Source: an optimization exercise on an open RTL-to-GDS flow (aim: small area and a short achievable clock period). Production flows keep margins and buffers that such runs may drop.
Power and IR drop assume default switching activity.

==> run a: inputs <==
// matrix_accelerator
module matrix_accelerator(
    input  wire        clk,
    input  wire        rst,
    input  wire        load_weight,
    input  wire [31:0] activation_in,
    output wire [95:0] result_out
);
    wire [31:0] skewed;
    skew_buffer skew_unit (
        .clk(clk),
        .rst(rst),
        .raw_input(activation_in),
        .skewed_output(skewed)
    );
    reg valid;
    always @(posedge clk or posedge rst)
        if (rst)              valid <= 1'b0;
        else if (load_weight) valid <= 1'b1;
    wire [31:0] in_n = {load_weight ? activation_in[31:8] : skewed[31:8],
                        activation_in[7:0]};
    systolic_array array_core (
        .clk(clk),
        .rst(rst),
        .load_weight(load_weight),
        .hold(load_weight | ~valid),
        .in_n(in_n),
        .in_m(skewed),   
        .out_e(result_out)
    );
endmodule
==> module pe, before the edit <==
module pe #(
    parameter WI = 0,       
    parameter WO = 16,      
    parameter SOUTH = 1     
) (
    input  wire                 clk,
    input  wire                 rst,
    input  wire                 load_weight,
    input  wire                 hold,        
    input  wire [7:0]           in_n,
    input  wire [7:0]           in_m,        
    input  wire [(WI>0?WI:1)-1:0] in_w,
    output wire [7:0]           out_s,
    output reg  [WO-1:0]        out_e
);
    reg  [7:0]    weight_reg;
    wire [WO-1:0] d;         
    generate
        if (WI == 0) begin : C0
            mac_0_16 mac (.a(in_m), .b(weight_reg), .hold(hold), .rst(rst), .d(d));
        end else begin : CJ
            if (WI == 16)
                mac_16_17 mac (.a(in_m), .b(weight_reg), .e(in_w), .hold(hold), .rst(rst), .d(d));
            else if (WO == 17)
                mac_17_17 mac (.a(in_m), .b(weight_reg), .e(in_w), .hold(hold), .rst(rst), .d(d));
            else
                mac_17_18 mac (.a(in_m), .b(weight_reg), .e(in_w), .hold(hold), .rst(rst), .d(d));
        end
    endgenerate
    generate
        if (SOUTH) begin : S
            reg [7:0] q;
            always @(posedge clk or posedge rst)
                if (rst) q <= 8'd0;
                else     q <= in_n;
            assign out_s = q;
        end else begin : NS
            assign out_s = 8'd0;
        end
    endgenerate
    always @(posedge clk)
        if (load_weight) weight_reg <= in_n;
    always @(posedge clk)
        out_e <= d;
endmodule
==> module systolic_array, before the edit <==
module systolic_array(
    input  wire        clk,
    input  wire        rst,
    input  wire        load_weight,
    input  wire        hold,
    input  wire [31:0] in_n,
    input  wire [31:0] in_m,        
    output wire [95:0] out_e
);
    genvar i, j;
    generate
        for (i = 0; i < 4; i = i + 1) begin : ROW
            wire [7:0]  n0, n1, n2, n3;
            wire [7:0]  m0, m1, m2, m3;
            wire [15:0] e0;
            wire [16:0] e1, e2;
            wire [17:0] e3;
            wire [7:0]  s0, s1, s2, s3;
            if (i == 0) begin : TOP
                assign {n3, n2, n1, n0} = in_n;
                assign {m3, m2, m1, m0} = in_m;
            end else begin : BELOW
                assign {n3, n2, n1, n0} = {ROW[i-1].s3, ROW[i-1].s2, ROW[i-1].s1, ROW[i-1].s0};
                assign {m3, m2, m1, m0} = {n3, n2, n1, n0};
            end
            pe #(.WI(0),  .WO(16), .SOUTH(i < 3)) c0 (clk, rst, load_weight, hold, n0, m0, 1'b0, s0, e0);
            pe #(.WI(16), .WO(17), .SOUTH(i < 3)) c1 (clk, rst, load_weight, hold, n1, m1, e0,   s1, e1);
            pe #(.WI(17), .WO(17), .SOUTH(i < 3)) c2 (clk, rst, load_weight, hold, n2, m2, e1,   s2, e2);
            pe #(.WI(17), .WO(18), .SOUTH(i < 3)) c3 (clk, rst, load_weight, hold, n3, m3, e2,   s3, e3);
            assign out_e[24*i +: 24] = {{6{e3[17]}}, e3};
        end
    endgenerate
endmodule
Settings: LEC_CHECK=0, CAP_MARGIN=20, CORE_MARGIN=2, CORE_UTILIZATION=40, CTS_CLUSTER_DIAMETER=120, CTS_CLUSTER_SIZE=22, SETUP_SLACK_MARGIN=3.5, SLEW_MARGIN=20, SYNTH_HIERARCHICAL=1, SYNTH_MINIMUM_KEEP_SIZE=0; clock period 8.0 ns.
run.sh (not shown) runs the stock make flow with config.mk's settings and CLKGATE_MAP_FILE= SYNTH_SCRIPT=/design/flow/synth_recipe.tcl, a recipe that flattens the netlist after the stock synthesis.
==> inputs of run b, as changes to run a <==
--- a/flow/design.v
+++ b/flow/design.v
@@ -2,7 +2,8 @@
 module pe #(
     parameter WI = 0,       
     parameter WO = 16,      
-    parameter SOUTH = 1     
+    parameter SOUTH = 1,    
+    parameter FAST = 0      
 ) (
     input  wire                 clk,
     input  wire                 rst,
@@ -18,7 +19,10 @@
     wire [WO-1:0] d;         
     generate
         if (WI == 0) begin : C0
-            mac_0_16 mac (.a(in_m), .b(weight_reg), .hold(hold), .rst(rst), .d(d));
+            if (FAST)
+                mac_0_16f mac (.a(in_m), .b(weight_reg), .hold(hold), .rst(rst), .d(d));
+            else
+                mac_0_16 mac (.a(in_m), .b(weight_reg), .hold(hold), .rst(rst), .d(d));
         end else begin : CJ
             if (WI == 16)
                 mac_16_17 mac (.a(in_m), .b(weight_reg), .e(in_w), .hold(hold), .rst(rst), .d(d));
@@ -1276,6 +1280,311 @@
     wire [17:0] e_ext = {{1{e[16]}}, e};
     assign d = rst ? 18'd0 : hold ? e_ext : y;
 endmodule
+module mac_0_16f (
+    input  wire [7:0] a,
+    input  wire [7:0] b,
+    input  wire hold,
+    input  wire rst,
+    output wire [15:0] d
+);
+    wire t0 = a[0] & b[0];
+    wire t1 = a[0] & b[1];
+    wire t2 = a[0] & b[2];
+    wire t3 = a[0] & b[3];
+    wire t4 = a[0] & b[4];
+    wire t5 = a[0] & b[5];
+    wire t6 = a[0] & b[6];
+    wire t7 = ~(a[0] & b[7]);
+    wire t8 = a[1] & b[0];
+    wire t9 = a[1] & b[1];
+    wire t10 = a[1] & b[2];
+    wire t11 = a[1] & b[3];
+    wire t12 = a[1] & b[4];
+    wire t13 = a[1] & b[5];
+    wire t14 = a[1] & b[6];
+    wire t15 = ~(a[1] & b[7]);
+    wire t16 = a[2] & b[0];
+    wire t17 = a[2] & b[1];
+    wire t18 = a[2] & b[2];
+    wire t19 = a[2] & b[3];
+    wire t20 = a[2] & b[4];
+    wire t21 = a[2] & b[5];
+    wire t22 = a[2] & b[6];
+    wire t23 = ~(a[2] & b[7]);
+    wire t24 = a[3] & b[0];
+    wire t25 = a[3] & b[1];
+    wire t26 = a[3] & b[2];
+    wire t27 = a[3] & b[3];
+    wire t28 = a[3] & b[4];
+    wire t29 = a[3] & b[5];
+    wire t30 = a[3] & b[6];
+    wire t31 = ~(a[3] & b[7]);
+    wire t32 = a[4] & b[0];
+    wire t33 = a[4] & b[1];
+    wire t34 = a[4] & b[2];
+    wire t35 = a[4] & b[3];
+    wire t36 = a[4] & b[4];
+    wire t37 = a[4] & b[5];
+    wire t38 = a[4] & b[6];
+    wire t39 = ~(a[4] & b[7]);
+    wire t40 = a[5] & b[0];
+    wire t41 = a[5] & b[1];
+    wire t42 = a[5] & b[2];
+    wire t43 = a[5] & b[3];
+    wire t44 = a[5] & b[4];
+    wire t45 = a[5] & b[5];
+    wire t46 = a[5] & b[6];
+    wire t47 = ~(a[5] & b[7]);
+    wire t48 = a[6] & b[0];
+    wire t49 = a[6] & b[1];
+    wire t50 = a[6] & b[2];
+    wire t51 = a[6] & b[3];
+    wire t52 = a[6] & b[4];
+    wire t53 = a[6] & b[5];
+    wire t54 = a[6] & b[6];
+    wire t55 = ~(a[6] & b[7]);
+    wire t56 = ~(a[7] & b[0]);
+    wire t57 = ~(a[7] & b[1]);
+    wire t58 = ~(a[7] & b[2]);
+    wire t59 = ~(a[7] & b[3]);
+    wire t60 = ~(a[7] & b[4]);
+    wire t61 = ~(a[7] & b[5]);
+    wire t62 = ~(a[7] & b[6]);
+    wire t63 = a[7] & b[7];
+    wire t64, t65;
+    csa_ha ut64 (.a(t2), .b(t9), .s(t64), .co(t65));
+    wire t66, t67;
+    csa_fa ut66 (.a(t3), .b(t10), .c(t17), .s(t66), .co(t67));
+    wire t68, t69;
+    csa_ha ut68 (.a(t24), .b(t65), .s(t68), .co(t69));
+    wire t70, t71;
+    csa_fa ut70 (.a(t4), .b(t11), .c(t18), .s(t70), .co(t71));
+    wire t72, t73;
+    csa_fa ut72 (.a(t25), .b(t32), .c(t67), .s(t72), .co(t73));
+    wire t74, t75;
+    csa_ha ut74 (.a(t69), .b(t70), .s(t74), .co(t75));
+    wire t76, t77;
+    csa_fa ut76 (.a(t5), .b(t12), .c(t19), .s(t76), .co(t77));
+    wire t78, t79;
+    csa_fa ut78 (.a(t26), .b(t33), .c(t40), .s(t78), .co(t79));
+    wire t80, t81;
+    csa_fa ut80 (.a(t71), .b(t76), .c(t78), .s(t80), .co(t81));
+    wire t82, t83;
+    csa_ha ut82 (.a(t75), .b(t73), .s(t82), .co(t83));
+    wire t84, t85;
+    csa_fa ut84 (.a(t6), .b(t13), .c(t20), .s(t84), .co(t85));
+    wire t86, t87;
+    csa_fa ut86 (.a(t27), .b(t34), .c(t41), .s(t86), .co(t87));
+    wire t88, t89;
+    csa_fa ut88 (.a(t48), .b(t77), .c(t79), .s(t88), .co(t89));
+    wire t90, t91;
+    csa_fa ut90 (.a(t84), .b(t86), .c(t81), .s(t90), .co(t91));
+    wire t92, t93;
+    csa_ha ut92 (.a(t88), .b(t83), .s(t92), .co(t93));
+    wire t94, t95;
+    csa_fa ut94 (.a(t7), .b(t14), .c(t21), .s(t94), .co(t95));
+    wire t96, t97;
+    csa_fa ut96 (.a(t28), .b(t35), .c(t42), .s(t96), .co(t97));
+    wire t98, t99;
+    csa_fa ut98 (.a(t49), .b(t56), .c(t85), .s(t98), .co(t99));
+    wire t100, t101;
+    csa_fa ut100 (.a(t87), .b(t94), .c(t96), .s(t100), .co(t101));
+    wire t102, t103;
+    csa_fa ut102 (.a(t89), .b(t98), .c(t100), .s(t102), .co(t103));
+    wire t104, t105;
+    csa_ha ut104 (.a(t91), .b(t93), .s(t104), .co(t105));
+    wire t106 = ~(t15 ^ t22);
+    wire t107 = t15 | t22;
+    wire t108, t109;
+    csa_fa ut108 (.a(t29), .b(t36), .c(t43), .s(t108), .co(t109));
+    wire t110, t111;
+    csa_fa ut110 (.a(t50), .b(t57), .c(t95), .s(t110), .co(t111));
+    wire t112, t113;
+    csa_fa ut112 (.a(t97), .b(t106), .c(t108), .s(t112), .co(t113));
+    wire t114, t115;
+    csa_fa ut114 (.a(t99), .b(t101), .c(t110), .s(t114), .co(t115));
+    wire t116, t117;
+    csa_fa ut116 (.a(t112), .b(t103), .c(t114), .s(t116), .co(t117));
+    wire t118, t119;
+    csa_fa ut118 (.a(t23), .b(t30), .c(t37), .s(t118), .co(t119));
+    wire t120, t121;
+    csa_fa ut120 (.a(t44), .b(t51), .c(t58), .s(t120), .co(t121));
+    wire t122, t123;
+    csa_fa ut122 (.a(t107), .b(t109), .c(t118), .s(t122), .co(t123));
+    wire t124, t125;
+    csa_fa ut124 (.a(t120), .b(t111), .c(t113), .s(t124), .co(t125));
+    wire t126, t127;
+    csa_fa ut126 (.a(t122), .b(t115), .c(t124), .s(t126), .co(t127));
+    wire t128, t129;
+    csa_fa ut128 (.a(t31), .b(t38), .c(t45), .s(t128), .co(t129));
+    wire t130, t131;
+    csa_fa ut130 (.a(t52), .b(t59), .c(t119), .s(t130), .co(t131));
+    wire t132, t133;
+    csa_fa ut132 (.a(t121), .b(t128), .c(t123), .s(t132), .co(t133));
+    wire t134, t135;
+    csa_fa ut134 (.a(t130), .b(t125), .c(t132), .s(t134), .co(t135));
+    wire t136, t137;
+    csa_fa ut136 (.a(t39), .b(t46), .c(t53), .s(t136), .co(t137));
+    wire t138, t139;
+    csa_fa ut138 (.a(t60), .b(t129), .c(t136), .s(t138), .co(t139));
+    wire t140, t141;
+    csa_fa ut140 (.a(t131), .b(t138), .c(t133), .s(t140), .co(t141));
+    wire t142, t143;
+    csa_fa ut142 (.a(t47), .b(t54), .c(t61), .s(t142), .co(t143));
+    wire t144, t145;
+    csa_fa ut144 (.a(t137), .b(t142), .c(t139), .s(t144), .co(t145));
+    wire t146, t147;
+    csa_fa ut146 (.a(t55), .b(t62), .c(t143), .s(t146), .co(t147));
+    wire t148 = t0 & 1'b0;
+    wire t149 = t1 & t8;
+    wire t150 = t16 & t64;
+    wire t151 = t66 & t68;
+    wire t152 = t72 & t74;
+    wire t153 = t80 & t82;
+    wire t154 = t90 & t92;
+    wire t155 = t102 & t104;
+    wire t156 = t105 & t116;
+    wire t157 = t117 & t126;
+    wire t158 = t127 & t134;
+    wire t159 = t135 & t140;
+    wire t160 = t141 & t144;
+    wire t161 = t145 & t146;
+    wire t162 = t63 & t147;
+    wire t163 = 1'b1 & 1'b0;
+    wire t164 = t0 ^ 1'b0;
+    wire t165 = t1 ^ t8;
+    wire t166 = t16 ^ t64;
+    wire t167 = t66 ^ t68;
+    wire t168 = t72 ^ t74;
+    wire t169 = t80 ^ t82;
+    wire t170 = t90 ^ t92;
+    wire t171 = t102 ^ t104;
+    wire t172 = t105 ^ t116;
+    wire t173 = t117 ^ t126;
+    wire t174 = t127 ^ t134;
+    wire t175 = t135 ^ t140;
+    wire t176 = t141 ^ t144;
+    wire t177 = t145 ^ t146;
+    wire t178 = t63 ^ t147;
+    wire t179 = 1'b1 ^ 1'b0;
+    wire t180 = t149 | (t165 & t148);
+    wire t181 = t151 | (t167 & t150);
+    wire t182 = t167 & t166;
+    wire t183 = t152 | (t168 & t151);
+    wire t184 = t168 & t167;
+    wire t185 = t153 | (t169 & t152);
+    wire t186 = t169 & t168;
+    wire t187 = t154 | (t170 & t153);
+    wire t188 = t170 & t169;
+    wire t189 = t155 | (t171 & t154);
+    wire t190 = t171 & t170;
+    wire t191 = t156 | (t172 & t155);
+    wire t192 = t172 & t171;
+    wire t193 = t157 | (t173 & t156);
+    wire t194 = t173 & t172;
+    wire t195 = t158 | (t174 & t157);
+    wire t196 = t174 & t173;
+    wire t197 = t159 | (t175 & t158);
+    wire t198 = t175 & t174;
+    wire t199 = t160 | (t176 & t159);
+    wire t200 = t176 & t175;
+    wire t201 = t161 | (t177 & t160);
+    wire t202 = t177 & t176;
+    wire t203 = t162 | (t178 & t161);
+    wire t204 = t178 & t177;
+    wire t205 = t163 | (t179 & t162);
+    wire t206 = t179 & t178;
+    wire t207 = t183 | (t184 & t150);
+    wire t208 = t184 & t166;
+    wire t209 = t185 | (t186 & t181);
+    wire t210 = t186 & t182;
+    wire t211 = t187 | (t188 & t183);
+    wire t212 = t188 & t184;
+    wire t213 = t189 | (t190 & t185);
+    wire t214 = t190 & t186;
+    wire t215 = t191 | (t192 & t187);
+    wire t216 = t192 & t188;
+    wire t217 = t193 | (t194 & t189);
+    wire t218 = t194 & t190;
+    wire t219 = t195 | (t196 & t191);
+    wire t220 = t196 & t192;
+    wire t221 = t197 | (t198 & t193);
+    wire t222 = t198 & t194;
+    wire t223 = t199 | (t200 & t195);
+    wire t224 = t200 & t196;
+    wire t225 = t201 | (t202 & t197);
+    wire t226 = t202 & t198;
+    wire t227 = t203 | (t204 & t199);
+    wire t228 = t204 & t200;
+    wire t229 = t205 | (t206 & t201);
+    wire t230 = t206 & t202;
+    wire t231 = t211 | (t212 & t150);
+    wire t232 = t212 & t166;
+    wire t233 = t213 | (t214 & t181);
+    wire t234 = t214 & t182;
+    wire t235 = t215 | (t216 & t207);
+    wire t236 = t216 & t208;
+    wire t237 = t217 | (t218 & t209);
+    wire t238 = t218 & t210;
+    wire t239 = t219 | (t220 & t211);
+    wire t240 = t220 & t212;
+    wire t241 = t221 | (t222 & t213);
+    wire t242 = t222 & t214;
+    wire t243 = t223 | (t224 & t215);
+    wire t244 = t224 & t216;
+    wire t245 = t225 | (t226 & t217);
+    wire t246 = t226 & t218;
+    wire t247 = t227 | (t228 & t219);
+    wire t248 = t228 & t220;
+    wire t249 = t229 | (t230 & t221);
+    wire t250 = t230 & t222;
+    wire t251 = t239 | (t240 & t150);
+    wire t252 = t240 & t166;
+    wire t253 = t241 | (t242 & t181);
+    wire t254 = t242 & t182;
+    wire t255 = t243 | (t244 & t207);
+    wire t256 = t244 & t208;
+    wire t257 = t245 | (t246 & t209);
+    wire t258 = t246 & t210;
+    wire t259 = t247 | (t248 & t231);
+    wire t260 = t248 & t232;
+    wire t261 = t249 | (t250 & t233);
+    wire t262 = t250 & t234;
+    wire t263 = t150 | (t166 & t180);
+    wire t264 = t181 | (t182 & t180);
+    wire t265 = t207 | (t208 & t180);
+    wire t266 = t209 | (t210 & t180);
+    wire t267 = t231 | (t232 & t180);
+    wire t268 = t233 | (t234 & t180);
+    wire t269 = t235 | (t236 & t180);
+    wire t270 = t237 | (t238 & t180);
+    wire t271 = t251 | (t252 & t180);
+    wire t272 = t253 | (t254 & t180);
+    wire t273 = t255 | (t256 & t180);
+    wire t274 = t257 | (t258 & t180);
+    wire t275 = t259 | (t260 & t180);
+    wire t276 = t261 | (t262 & t180);
+    wire t277 = t165 ^ t148;
+    wire t278 = t166 ^ t180;
+    wire t279 = t167 ^ t263;
+    wire t280 = t168 ^ t264;
+    wire t281 = t169 ^ t265;
+    wire t282 = t170 ^ t266;
+    wire t283 = t171 ^ t267;
+    wire t284 = t172 ^ t268;
+    wire t285 = t173 ^ t269;
+    wire t286 = t174 ^ t270;
+    wire t287 = t175 ^ t271;
+    wire t288 = t176 ^ t272;
+    wire t289 = t177 ^ t273;
+    wire t290 = t178 ^ t274;
+    wire t291 = t179 ^ t275;
+    wire [15:0] ra = {1'b1, t63, t145, t141, t135, t127, t117, t105, t102, t90, t80, t72, t66, t16, t1, t0};
+    wire [15:0] rb = {1'b0, t147, t146, t144, t140, t134, t126, t116, t104, t92, t82, t74, t68, t64, t8, 1'b0};
+    wire [15:0] y = {t291, t290, t289, t288, t287, t286, t285, t284, t283, t282, t281, t280, t279, t278, t277, t164};
+    wire [15:0] e_ext = 16'd0;
+    assign d = rst ? 16'd0 : hold ? e_ext : y;
+endmodule
 module csa_fa (input wire a, input wire b, input wire c, output wire s, output wire co);
     assign s  = a ^ b ^ c;
     assign co = (a & b) | (a & c) | (b & c);
@@ -1336,7 +1645,7 @@
                 assign {n3, n2, n1, n0} = {ROW[i-1].s3, ROW[i-1].s2, ROW[i-1].s1, ROW[i-1].s0};
                 assign {m3, m2, m1, m0} = {n3, n2, n1, n0};
             end
-            pe #(.WI(0),  .WO(16), .SOUTH(i < 3)) c0 (clk, rst, load_weight, hold, n0, m0, 1'b0, s0, e0);
+            pe #(.WI(0),  .WO(16), .SOUTH(i < 3), .FAST(i == 0)) c0 (clk, rst, load_weight, hold, n0, m0, 1'b0, s0, e0);
             pe #(.WI(16), .WO(17), .SOUTH(i < 3)) c1 (clk, rst, load_weight, hold, n1, m1, e0,   s1, e1);
             pe #(.WI(17), .WO(17), .SOUTH(i < 3)) c2 (clk, rst, load_weight, hold, n2, m2, e1,   s2, e2);
             pe #(.WI(17), .WO(18), .SOUTH(i < 3)) c3 (clk, rst, load_weight, hold, n3, m3, e2,   s3, e3);
CTS_CLUSTER_DIAMETER = default   (was 120)
CTS_CLUSTER_SIZE = default   (was 22)
==> comparison <==
Global-route usage: run a is lower than run b (0.61 points).
Clock-buffer cell count: run a is lower than run b (39).
In run b the area after synthesis is larger than in run a, by about 0.4%.
Between run b and run a, the lower final area is in run a (gap 3.4%, measured against run a).
Between run a and run b, the lower maximum frequency is in run b (gap about 1.7%, measured against run b).
Of run b and run a, run b has the higher via count (gap about 1.8%, measured against run a).
Of run b and run a, run b has the higher routed wire length (gap about 2%, measured against run a).
Between run a and run b, the lower critical path depth is in run a (gap 1).
Worst hold slack: run b is worse than run a (0.0071 ns).
Between run a and run b, the lower sequential share of layout area is in run b (gap 0.81 points).
Run a finished with timing, DRC and antenna clean. Run b finished with timing, DRC and antenna clean.
Register-to-register slack: run b is lower than run a (0.08 ns).
==> figures <==
H-tree levels: run a 1; run b 3
Status: run a finished clean; run b finished clean
Layout buffering overhead excluding clock cells: run a 3.381%; run b 3.519%
Synthesized area divided by synthesized cell count: run a 11.50 sq um; run b 11.47 sq um
Internal power: run a 10.96 mW; run b 12.14 mW
Slowest stage cell on the critical path: run a sky130_fd_sc_hd__fa_1; run b sky130_fd_sc_hd__fa_2
Die Span X: run a 349.3 um; run b 350.0 um
Synthesized Nets: run a 5,287; run b 5,314
Die outline area: run a 0.1220 sq mm; run b 0.1225 sq mm
Worst slew margin: run a 45.97%; run b 49.47%
Post-placement worst setup slack: run a 2.261 ns; run b 2.170 ns
Area taken by multi-input logic gates: run a 0.03381 sq mm; run b 0.03407 sq mm
Post-detailed-route wirelength per cell: run a 17.82 um; run b 17.66 um
Count of buffers added by post-CTS timing repair for setup: run a 12; run b 30
Clock distribution power: run a 1.76 mW; run b 3.13 mW
Slowest stage delay, CP: run a 0.54 ns; run b 0.58 ns
Total non-filler cell area in the finished layout: run a 0.05211 sq mm; run b 0.05387 sq mm
Shortest clock period the worst path allows after layout: run a 4.414 ns; run b 4.487 ns
Via count: run a 30,220; run b 30,760
Register-to-Register Setup Slack: run a 3.61 ns; run b 3.53 ns
Post-route clock period utilization: run a 55.18%; run b 56.09%
Combinational power: run a 14.5 mW; run b 14.6 mW
Power share of the clock group: run a 8.7%; run b 14.4%
No functional check of the RTL was part of any run of this note.

[static timing again, ports no longer ideal]
The results above use ideal ports. As a check the final layouts listed here were re-extracted and re-timed, cells and wires unchanged. Step 1 (the two cells are an assumption about what drives the block):
set clk [get_ports {clk}]
set_driving_cell -lib_cell sky130_fd_sc_hd__clkbuf_16 $clk
set_driving_cell -lib_cell sky130_fd_sc_hd__buf_2 [delete_from_list [all_inputs] $clk]
Step 2 times the ports against the registers' clock, not the clock port: input delays grow and output delays shrink by t, the midpoint of the rising clock arrivals with the driver on. Three values: ideal ports, drivers, drivers and shift; two values: the first two.
run | shift t [ns] | setup WS [ns] | worst hold slack (ns)
run a | 0.730 | 3.586 / 3.612 / 2.902 | 0.354 / 0.354 / 0.354
run b | 0.696 | 3.513 / 3.534 / 2.845 | 0.346 / 0.346 / 0.346
After both steps every run listed still meets setup and hold. The setup slack of run a, which loses most, moves by +0.026 ns with the drivers and by -0.684 ns with both steps.
